Context: an optimization exercise on an open-source flow, tuned for small area and few clock cycles. The choices shown serve that exercise and are no tape-out recipe. RTL that was checked went through simulation tests only; none was proved equivalent to the original. Power is estimated from default activity; no workload was simulated.

==> flow/design.v <==
module drawing_engine (input  wire        clk,
                       input  wire        rst,
                       input  wire        req,
                       input  wire  [1:0] cmd,
                       output wire        ack,
                       output wire        busy,
                       input  wire [15:0] r0,
                       input  wire [15:0] r1,
                       input  wire [15:0] r2,
                       input  wire [15:0] r3,
                       input  wire [15:0] r4,
                       input  wire [15:0] r5,
                       input  wire [15:0] r6,
                       input  wire [15:0] r7,
                       output wire        de_req,
                       input  wire        de_ack,
                       output wire [17:0] de_addr,
                       output wire  [3:0] de_nbyte,
                       output wire [31:0] de_data);
function automatic [20:0] radd(input [19:0] a, input [19:0] b, input ci);
  integer i;
  reg c;
  begin
    c = ci;
    for (i = 0; i < 20; i = i + 1) begin
      radd[i] = a[i] ^ b[i] ^ c;
      c = (a[i] & b[i]) | (a[i] & c) | (b[i] & c);
    end
    radd[20] = c;
  end
endfunction
localparam S_IDLE  = 3'd0,
           S_LINE0 = 3'd1,
           S_LINE1 = 3'd2,
           S_LINE  = 3'd3,
           S_RINI  = 3'd4,
           S_RECT  = 3'd6,
           S_CLEAR = 3'd7;
reg  [2:0]  st;
reg  [19:0] p;
reg  [11:0] e;
reg         q;
reg  [9:0]  n;
reg  [3:0]  m;
wire s_idle  = (st == S_IDLE);
wire s_line0 = (st == S_LINE0);
wire s_line  = (st == S_LINE);
wire s_rini  = (st == S_RINI);
wire s_rect  = (st == S_RECT);
wire s_clear = (st == S_CLEAR);
wire [20:0] n_dec = radd({10'd0, n}, 20'hfffff, 1'b0);
wire        l_sub = ~e[11] | s_line0;
wire [11:0] l_x   = s_rini ? {1'b0, r1[8:0], 2'b00} :
                    l_sub   ? 12'd0 : {1'b0, r0[9:0], 1'b0};
wire [11:0] l_y   = s_rini ? {9'd0, r0[9:7]} : ~{1'b0, r1[9:0], 1'b0};
wire [11:0] l_cs  = e ^ l_x ^ l_y;
wire [11:0] l_cc  = (e & l_x) | (e & l_y) | (l_x & l_y);
wire [20:0] l_sum = radd({8'd0, l_cs}, {8'd0, l_cc[10:0], ~s_rini}, 1'b0);
wire [20:0] l_cmp = radd({10'd0, r0[9:0]}, {10'd0, ~r1[9:0]}, 1'b1);
wire        l_wrap = ~l_sub & ~l_cmp[10] & ~s_rini;           
wire [11:0] l_tn  = {l_sum[11] ^ l_wrap, l_sum[10:0]};
wire        s1z = ~|r2[10:2], s1o = &r2[10:2];
wire        s2z = ~|r3[10:2], s2o = &r3[10:2];
wire  [1:0] l_s1  = q ? r2[1:0] : r3[1:0];
wire        l_z1  = q ? s1z : s2z;
wire        l_o1  = q ? s1o : s2o;
wire  [1:0] l_s2  = ~e[11] ? r2[1:0] : r3[1:0];
wire        l_z2  = ~e[11] ? s1z : s2z;
wire        l_o2  = ~e[11] ? s1o : s2o;
wire        l_end  = (n == 10'd0);
wire        l_end2 = (n == 10'd1);
wire  [2:0] l_lo  = {1'b0, l_s1} + {1'b0, p[1:0]};
wire        l_same  = ~l_end & (l_lo[2] ? l_o1 : l_z1);
wire  [2:0] l_lo2 = {1'b0, l_s2} + {1'b0, l_lo[1:0]};
wire        l_same2 = ~l_end2 & (l_lo2[2] ? l_o2 : l_z2);
wire  [3:0] l_bit  = 4'b0001 << p[1:0];
wire  [3:0] l_bit2 = l_same ? (4'b0001 << l_lo[1:0]) : 4'b0000;
wire  [7:0] r_w   = r2[15:8];
wire  [7:0] r_h   = r2[7:0];
wire [20:0] r_wx  = radd({12'd0, r_w}, {{18{~|r0[1:0]}}, r0[1:0] - 2'd1}, 1'b0);
wire  [6:0] r_nw1 = r_wx[8:2];            
wire  [1:0] r_xe  = r_wx[1:0];            
wire [20:0] r_row = radd({12'd0, e[7:0]}, 20'd0, 1'b1);
wire  [7:0] r_row1 = r_row[7:0];
wire        r_lastrow = (r_row1 == r_h);
wire        r_lastw = (n[6:0] == 7'd0);
wire        r_dir   = m[0];
wire        r_first = m[1];
wire        r_left  = r_dir ? r_lastw : r_first;
wire        r_right = r_dir ? r_first : r_lastw;
wire  [3:0] r_lmask = 4'b1111 << r0[1:0];
wire  [3:0] r_rmask = 4'b1111 >> (2'd3 - r_xe);
wire  [3:0] r_mask  = (r_left ? r_lmask : 4'b1111) & (r_right ? r_rmask : 4'b1111);
wire  [2:0] r_py  = r1[2:0] + e[2:0];
reg  [15:0] r_pr;
always @(*)
  case (r_py[2:1])
    2'd0: r_pr = r4;
    2'd1: r_pr = r5;
    2'd2: r_pr = r6;
    default: r_pr = r7;
  endcase
wire  [7:0] r_rowb = r_py[0] ? r_pr[15:8] : r_pr[7:0];
wire  [3:0] r_pat  = {4{s_rect}} & (p[2] ? r_rowb[3:0] : r_rowb[7:4]);
wire        c_last = (p[19:2] == 18'd76799);
reg  [10:0] addb;
always @(*)
  if (s_line)       addb = q ? r2[10:0] : r3[10:0];
  else if (s_rect)  addb = r_lastw ? 11'd640 : (r_dir ? 11'h7fc : 11'd4);
  else              addb = 11'd4;
wire [20:0] plo  = radd({9'd0, p[10:0]}, {9'd0, addb}, 1'b0);
wire  [8:0] phu  = p[19:11] ^ {9{addb[10]}};
reg   [8:0] pht;
integer pi;
always @(*) begin
  pht[0] = 1'b1;
  for (pi = 1; pi < 9; pi = pi + 1)
    pht[pi] = pht[pi-1] & phu[pi-1];
end
wire [19:0] psum = {p[19:11] ^ (pht & {9{plo[11] ^ addb[10]}}), plo[10:0]};
wire fin = s_line ? l_end
         : s_rect ? (r_lastw & r_lastrow)
         : c_last;
assign busy    = ~s_idle;
assign ack     = (de_ack & fin & (s_line | s_rect | s_clear)) |
                 (s_rini & (r_w == 8'd0));
assign de_req  = ~de_ack & ((s_line & ~(l_same & l_same2)) | s_rect | s_clear);
assign de_addr = p[19:2];
assign de_nbyte = s_line ? ~(m | l_bit | l_bit2) : s_rect ? ~r_mask : 4'b0000;
wire  [7:0] col = s_line ? r6[7:0] : r0[7:0];
wire  [7:0] c0  = s_rect ? r3[15:8] : col;
wire  [7:0] c1  = r3[7:0];
assign de_data = {r_pat[0] ? c1 : c0, r_pat[1] ? c1 : c0,
                  r_pat[2] ? c1 : c0, r_pat[3] ? c1 : c0};
always @(posedge clk)
  if (rst)
    st <= S_IDLE;
  else
    case (st)
      S_IDLE:
        if (req)
          case (cmd)
            2'd0: begin
                  st <= S_LINE0;
                  p  <= {r5[3:0], r4};
                  e  <= {2'b00, r0[9:0]};
                  n  <= r0[9:0];
                  m  <= 4'b0000;
                  end
            2'd1: begin
                  st <= S_RINI;
                  e  <= {3'd0, r1[8:0]};
                  end
            2'd2: begin
                  st <= S_CLEAR;
                  p  <= 20'd0;
                  end
            default: ;
          endcase
      S_LINE0: begin
        st <= S_LINE1;
        e  <= l_tn;
        end
      S_LINE1: begin
        st <= S_LINE;
        q  <= ~e[11];
        e  <= l_tn;
        end
      S_LINE:
        if (de_ack | l_same) begin
          if (de_ack & l_end)
            st <= S_IDLE;
          else begin
            p <= psum;
            q <= ~e[11];
            e <= l_tn;
            n <= n_dec[9:0];
            m <= de_ack ? 4'b0000 : (m | l_bit);
          end
        end
      S_RINI: begin
        st <= (r_w == 8'd0) ? S_IDLE : S_RECT;
        p  <= {1'b0, l_tn, r0[6:0]};
        e  <= 12'd0;
        n  <= {3'b000, r_nw1};
        m  <= 4'b0010;
        end
      S_RECT:
        if (de_ack) begin
          if (fin)
            st <= S_IDLE;
          else begin
            p <= psum;
            if (r_lastw) begin
              e <= {4'd0, r_row1};
              n <= {3'b000, r_nw1};
              m <= {2'b01, ~r_dir};
            end else begin
              n <= n_dec[9:0];
              m <= {2'b00, r_dir};
            end
          end
        end
      S_CLEAR:
        if (de_ack) begin
          if (c_last)
            st <= S_IDLE;
          else
            p <= psum;
        end
      default: st <= S_IDLE;
    endcase
endmodule
export LEC_CHECK = 0
export CAP_MARGIN = 20
export CORE_MARGIN = 2
export CORE_UTILIZATION = 40
export PLACE_DENSITY = 0.6
export SLEW_MARGIN = 20
create_clock -name core_clock -period 7.0 [get_ports {clk}]
standard.sh (not shown) runs the stock make flow with config.mk's settings and CLKGATE_MAP_FILE= SYNTH_SCRIPT=/design/flow/synth_recipe.tcl, a recipe that flattens the netlist after the stock synthesis.
==> flow/flow/run.sh <==
#!/bin/bash
# The standard ORFS layout, with the port buffers that placement inserts
# (one per input and output port, as standard) made of the smallest buffer
# cell instead of the default choice.
set -euo pipefail
export BUFFER_PORTS_ARGS="-buffer_cell sky130_fd_sc_hd__buf_1"
bash standard.sh finish > standard_flow.log 2>&1
Testbench counts at the start, summed over its fixed seeds: cycles 75,612.
Then changed:
--- a/flow/design.v
+++ b/flow/design.v
@@ -50,11 +50,12 @@
 wire s_clear = (st == S_CLEAR);
 wire [20:0] n_dec = radd({10'd0, n}, 20'hfffff, 1'b0);
 wire        l_sub = ~e[11] | s_line0;
 wire [11:0] l_x   = s_rini ? {1'b0, r1[8:0], 2'b00} :
                     l_sub   ? 12'd0 : {1'b0, r0[9:0], 1'b0};
-wire [11:0] l_y   = s_rini ? {9'd0, r0[9:7]} : ~{1'b0, r1[9:0], 1'b0};
+wire [11:0] l_y   = s_rini ? {9'd0, r0[9:7]} :
+                    s_rect ? 12'd0 : ~{1'b0, r1[9:0], 1'b0};
 wire [11:0] l_cs  = e ^ l_x ^ l_y;
 wire [11:0] l_cc  = (e & l_x) | (e & l_y) | (l_x & l_y);
 wire [20:0] l_sum = radd({8'd0, l_cs}, {8'd0, l_cc[10:0], ~s_rini}, 1'b0);
 wire [20:0] l_cmp = radd({10'd0, r0[9:0]}, {10'd0, ~r1[9:0]}, 1'b1);
 wire        l_wrap = ~l_sub & ~l_cmp[10] & ~s_rini;           
@@ -78,12 +79,11 @@
 wire  [7:0] r_w   = r2[15:8];
 wire  [7:0] r_h   = r2[7:0];
 wire [20:0] r_wx  = radd({12'd0, r_w}, {{18{~|r0[1:0]}}, r0[1:0] - 2'd1}, 1'b0);
 wire  [6:0] r_nw1 = r_wx[8:2];            
 wire  [1:0] r_xe  = r_wx[1:0];            
-wire [20:0] r_row = radd({12'd0, e[7:0]}, 20'd0, 1'b1);
-wire  [7:0] r_row1 = r_row[7:0];
+wire  [7:0] r_row1 = l_tn[7:0];           
 wire        r_lastrow = (r_row1 == r_h);
 wire        r_lastw = (n[6:0] == 7'd0);
 wire        r_dir   = m[0];
 wire        r_first = m[1];
 wire        r_left  = r_dir ? r_lastw : r_first;
Outcome: With this change the flow finished but fails on setup timing; routed wire length fell by 4.0%; design area rose by 0.77%; die area fell by 0.83%; power rose by 5.2%; sequential cell count is unchanged; clock-buffer cell count does not change; setup slack gets worse by 0.49 ns; worst hold slack gets worse by 0.018 ns; sequential share of layout area fell by 0.15 points; via count fell by 5.3%; synthesized cell count fell by 6.3%; non-clock buffer count rose by 12; first-iteration DRC count fell by 0.60%.
Only the layout flow was run in the second run of this note; the RTL was not checked for function there.

---

Another version of the RTL of drawing_engine (not shown whole).
For scale: ~800 cells after synthesis, about 50 flip-flops, ~190 I/O pins, ~7000 um^2 of cells after synthesis.
## drawing_engine
module drawing_engine (input  wire        clk,
                       input  wire        rst,
                       input  wire        req,
                       input  wire  [1:0] cmd,
                       output wire        ack,
                       output wire        busy,
                       input  wire [15:0] r0,
                       input  wire [15:0] r1,
                       input  wire [15:0] r2,
                       input  wire [15:0] r3,
                       input  wire [15:0] r4,
                       input  wire [15:0] r5,
                       input  wire [15:0] r6,
                       input  wire [15:0] r7,
                       output wire        de_req,
                       input  wire        de_ack,
                       output wire [17:0] de_addr,
                       output wire  [3:0] de_nbyte,
                       output wire [31:0] de_data);
function automatic [20:0] radd(input [19:0] a, input [19:0] b, input ci);
  integer i;
  reg c;
  begin
    c = ci;
    for (i = 0; i < 20; i = i + 1) begin
      radd[i] = a[i] ^ b[i] ^ c;
      c = (a[i] & b[i]) | (a[i] & c) | (b[i] & c);
    end
    radd[20] = c;
  end
endfunction
localparam S_IDLE  = 3'd0,
           S_LINE0 = 3'd1,
           S_LINE1 = 3'd2,
           S_LINE  = 3'd3,
           S_RINI1 = 3'd4,
           S_RINI2 = 3'd5,
           S_RECT  = 3'd6,
           S_CLEAR = 3'd7;
reg  [2:0]  st;
reg  [19:0] p;
reg  [11:0] e;
reg         q;
reg  [9:0]  n;
reg  [3:0]  m;
wire s_idle  = (st == S_IDLE);
wire s_line0 = (st == S_LINE0);
wire s_line  = (st == S_LINE);
wire s_rini1 = (st == S_RINI1);
wire s_rini2 = (st == S_RINI2);
wire s_rect  = (st == S_RECT);
wire s_clear = (st == S_CLEAR);
wire [20:0] n_dec = radd({10'd0, n}, 20'hfffff, 1'b0);
wire        l_sub = ~e[11] | s_line0;
wire [11:0] l_x   = l_sub ? 12'd0 : {1'b0, r0[9:0], 1'b0};
wire [11:0] l_y   = ~{1'b0, r1[9:0], 1'b0};
wire [11:0] l_cs  = e ^ l_x ^ l_y;
wire [11:0] l_cc  = (e & l_x) | (e & l_y) | (l_x & l_y);
wire [20:0] l_sum = radd({8'd0, l_cs}, {8'd0, l_cc[10:0], 1'b1}, 1'b0);
wire [20:0] l_cmp = radd({10'd0, r0[9:0]}, {10'd0, ~r1[9:0]}, 1'b1);
  ...
Settings: LEC_CHECK=0, CAP_MARGIN=20, CORE_MARGIN=2, CORE_UTILIZATION=40, PLACE_DENSITY=0.6, SLEW_MARGIN=20; clock period 7.0 ns.
run.sh (not shown) runs the stock make flow with config.mk's settings and CLKGATE_MAP_FILE= SYNTH_SCRIPT=/design/flow/synth_recipe.tcl, a recipe that flattens the netlist after the stock synthesis.
Stock flow here: none of the scripts above is used.
The first run ran to the end with violations: negative setup slack.
Edit:
--- a/flow/design.v
+++ b/flow/design.v
@@ -49,19 +49,20 @@
 wire s_rini1 = (st == S_RINI1);
 wire s_rini2 = (st == S_RINI2);
 wire s_rect  = (st == S_RECT);
 wire s_clear = (st == S_CLEAR);
 wire [20:0] n_dec = radd({10'd0, n}, 20'hfffff, 1'b0);
 wire        l_sub = ~e[11] | s_line0;
-wire [11:0] l_x   = l_sub ? 12'd0 : {1'b0, r0[9:0], 1'b0};
-wire [11:0] l_y   = ~{1'b0, r1[9:0], 1'b0};
+wire [11:0] l_x   = s_rini1 ? {1'b0, r1[8:0], 2'b00} :
+                    l_sub   ? 12'd0 : {1'b0, r0[9:0], 1'b0};
+wire [11:0] l_y   = s_rini1 ? {9'd0, r0[9:7]} : ~{1'b0, r1[9:0], 1'b0};
 wire [11:0] l_cs  = e ^ l_x ^ l_y;
 wire [11:0] l_cc  = (e & l_x) | (e & l_y) | (l_x & l_y);
-wire [20:0] l_sum = radd({8'd0, l_cs}, {8'd0, l_cc[10:0], 1'b1}, 1'b0);
+wire [20:0] l_sum = radd({8'd0, l_cs}, {8'd0, l_cc[10:0], ~s_rini1}, 1'b0);
 wire [20:0] l_cmp = radd({10'd0, r0[9:0]}, {10'd0, ~r1[9:0]}, 1'b1);
-wire        l_wrap = ~l_sub & ~l_cmp[10];           
+wire        l_wrap = ~l_sub & ~l_cmp[10] & ~s_rini1;           
 wire [11:0] l_tn  = {l_sum[11] ^ l_wrap, l_sum[10:0]};
 wire        s1z = ~|r2[10:2], s1o = &r2[10:2];
 wire        s2z = ~|r3[10:2], s2o = &r3[10:2];
 wire  [1:0] l_s1  = q ? r2[1:0] : r3[1:0];
 wire        l_z1  = q ? s1z : s2z;
 wire        l_o1  = q ? s1o : s2o;
@@ -100,20 +101,27 @@
     2'd2: r_pr = r6;
     default: r_pr = r7;
   endcase
 wire  [7:0] r_rowb = r_py[0] ? r_pr[15:8] : r_pr[7:0];
 wire  [3:0] r_pat  = {4{s_rect}} & (p[2] ? r_rowb[3:0] : r_rowb[7:4]);
 wire        c_last = (p[19:2] == 18'd76799);
-reg  [19:0] addb;
+reg  [10:0] addb;
 always @(*)
-  if (s_line)       addb = q ? {{9{r2[10]}}, r2[10:0]} : {{9{r3[10]}}, r3[10:0]};
-  else if (s_rini1) addb = {2'b00, r1[8:0], 9'd0};
-  else if (s_rini2) addb = {10'd0, r0[9:7], 7'd0};
-  else if (s_rect)  addb = r_lastw ? 20'd640 : (r_dir ? 20'hffffc : 20'd4);
-  else              addb = 20'd4;
-wire [20:0] psum = radd(p, addb, 1'b0);
+  if (s_line)       addb = q ? r2[10:0] : r3[10:0];
+  else if (s_rect)  addb = r_lastw ? 11'd640 : (r_dir ? 11'h7fc : 11'd4);
+  else              addb = 11'd4;
+wire [20:0] plo  = radd({9'd0, p[10:0]}, {9'd0, addb}, 1'b0);
+wire  [8:0] phu  = p[19:11] ^ {9{addb[10]}};
+reg   [8:0] pht;
+integer pi;
+always @(*) begin
+  pht[0] = 1'b1;
+  for (pi = 1; pi < 9; pi = pi + 1)
+    pht[pi] = pht[pi-1] & phu[pi-1];
+end
+wire [19:0] psum = {p[19:11] ^ (pht & {9{plo[11] ^ addb[10]}}), plo[10:0]};
 wire fin = s_line ? l_end
          : s_rect ? (r_lastw & r_lastrow)
          : c_last;
 assign busy    = ~s_idle;
 assign ack     = (de_ack & fin & (s_line | s_rect | s_clear)) |
                  (s_rini2 & (r_w == 8'd0));
@@ -139,13 +147,13 @@
                   e  <= {2'b00, r0[9:0]};
                   n  <= r0[9:0];
                   m  <= 4'b0000;
                   end
             2'd1: begin
                   st <= S_RINI1;
-                  p  <= {4'd0, r1[8:0], r0[6:2], 2'b00};
+                  e  <= {3'd0, r1[8:0]};
                   end
             2'd2: begin
                   st <= S_CLEAR;
                   p  <= 20'd0;
                   end
             default: ;
@@ -161,36 +169,36 @@
         end
       S_LINE:
         if (de_ack | l_same) begin
           if (de_ack & l_end)
             st <= S_IDLE;
           else begin
-            p <= psum[19:0];
+            p <= psum;
             q <= ~e[11];
             e <= l_tn;
             n <= n_dec[9:0];
             m <= de_ack ? 4'b0000 : (m | l_bit);
           end
         end
       S_RINI1: begin
         st <= S_RINI2;
-        p  <= psum[19:0];
+        e  <= l_tn;
         end
       S_RINI2: begin
         st <= (r_w == 8'd0) ? S_IDLE : S_RECT;
-        p  <= psum[19:0];
+        p  <= {1'b0, e, r0[6:0]};
         e  <= 12'd0;
         n  <= {3'b000, r_nw1};
         m  <= 4'b0010;
         end
       S_RECT:
         if (de_ack) begin
           if (fin)
             st <= S_IDLE;
           else begin
-            p <= psum[19:0];
+            p <= psum;
             if (r_lastw) begin
               e <= {4'd0, r_row1[7:0]};
               n <= {3'b000, r_nw1};
               m <= {2'b01, ~r_dir};
             end else begin
               n <= n_dec[9:0];
@@ -200,11 +208,11 @@
         end
       S_CLEAR:
         if (de_ack) begin
           if (c_last)
             st <= S_IDLE;
           else
-            p <= psum[19:0];
+            p <= psum;
         end
       default: st <= S_IDLE;
     endcase
 endmodule
After rerunning: With this change the flow ran to the end with no violations. Utilization drops by 0.81 points. Sequential share of layout area climbs by 0.17 points. Final cell count drops by a few percent. Setup slack improved by 1000 ps. First-iteration DRC count climbs by a quarter to a third. Maximum frequency climbs by about a fifth. Design area drops slightly. Global-route usage drops by 1.3 points. Synthesized area climbs slightly. Routed wire length drops slightly. Worst hold slack improved by 43 ps. Sequential cell count is unchanged.
No run of this note included a check of the RTL's function; only the layout flow was run.

separate check: timing with driven ports:
The flow's constraints put no driver on any port. The routed layouts listed below were extracted and timed again, unchanged, in two steps.
Step 1, drivers: a clkbuf_16 drives clk and a buf_2 each remaining input, both assumed.
Step 2 moves the port delays by t, midway between the first and last clock arrival at a register: inputs arrive t later, outputs are due t later. That takes back most of the time a late clock gives input paths.
Three values: no drivers, after step 1, after step 2; two values: the first two.
run | t (ns) | setup WS [ns] | hold WS [ns]
the first run of note 1 | 0.352 | 0.201 / 0.221 / -0.131 | 0.584 / 0.584 / 0.584
the second run of note 1 | 0.348 | -0.294 / -0.325 / -0.325 | 0.566 / 0.566 / 0.566
the first run of note 2 | 0.352 | -0.798 / -0.799 / -1.152 | 0.562 / 0.562 / 0.562
the second run of note 2 | 0.345 | 0.230 / 0.238 / -0.106 | 0.606 / 0.606 / 0.606
Met with ideal ports but missed after step 2: setup timing in the first run of note 1 and the second run of note 2. The setup slack of the first run of note 2, which loses most, moves by -0.001 ns with the drivers and by -0.354 ns with both steps.
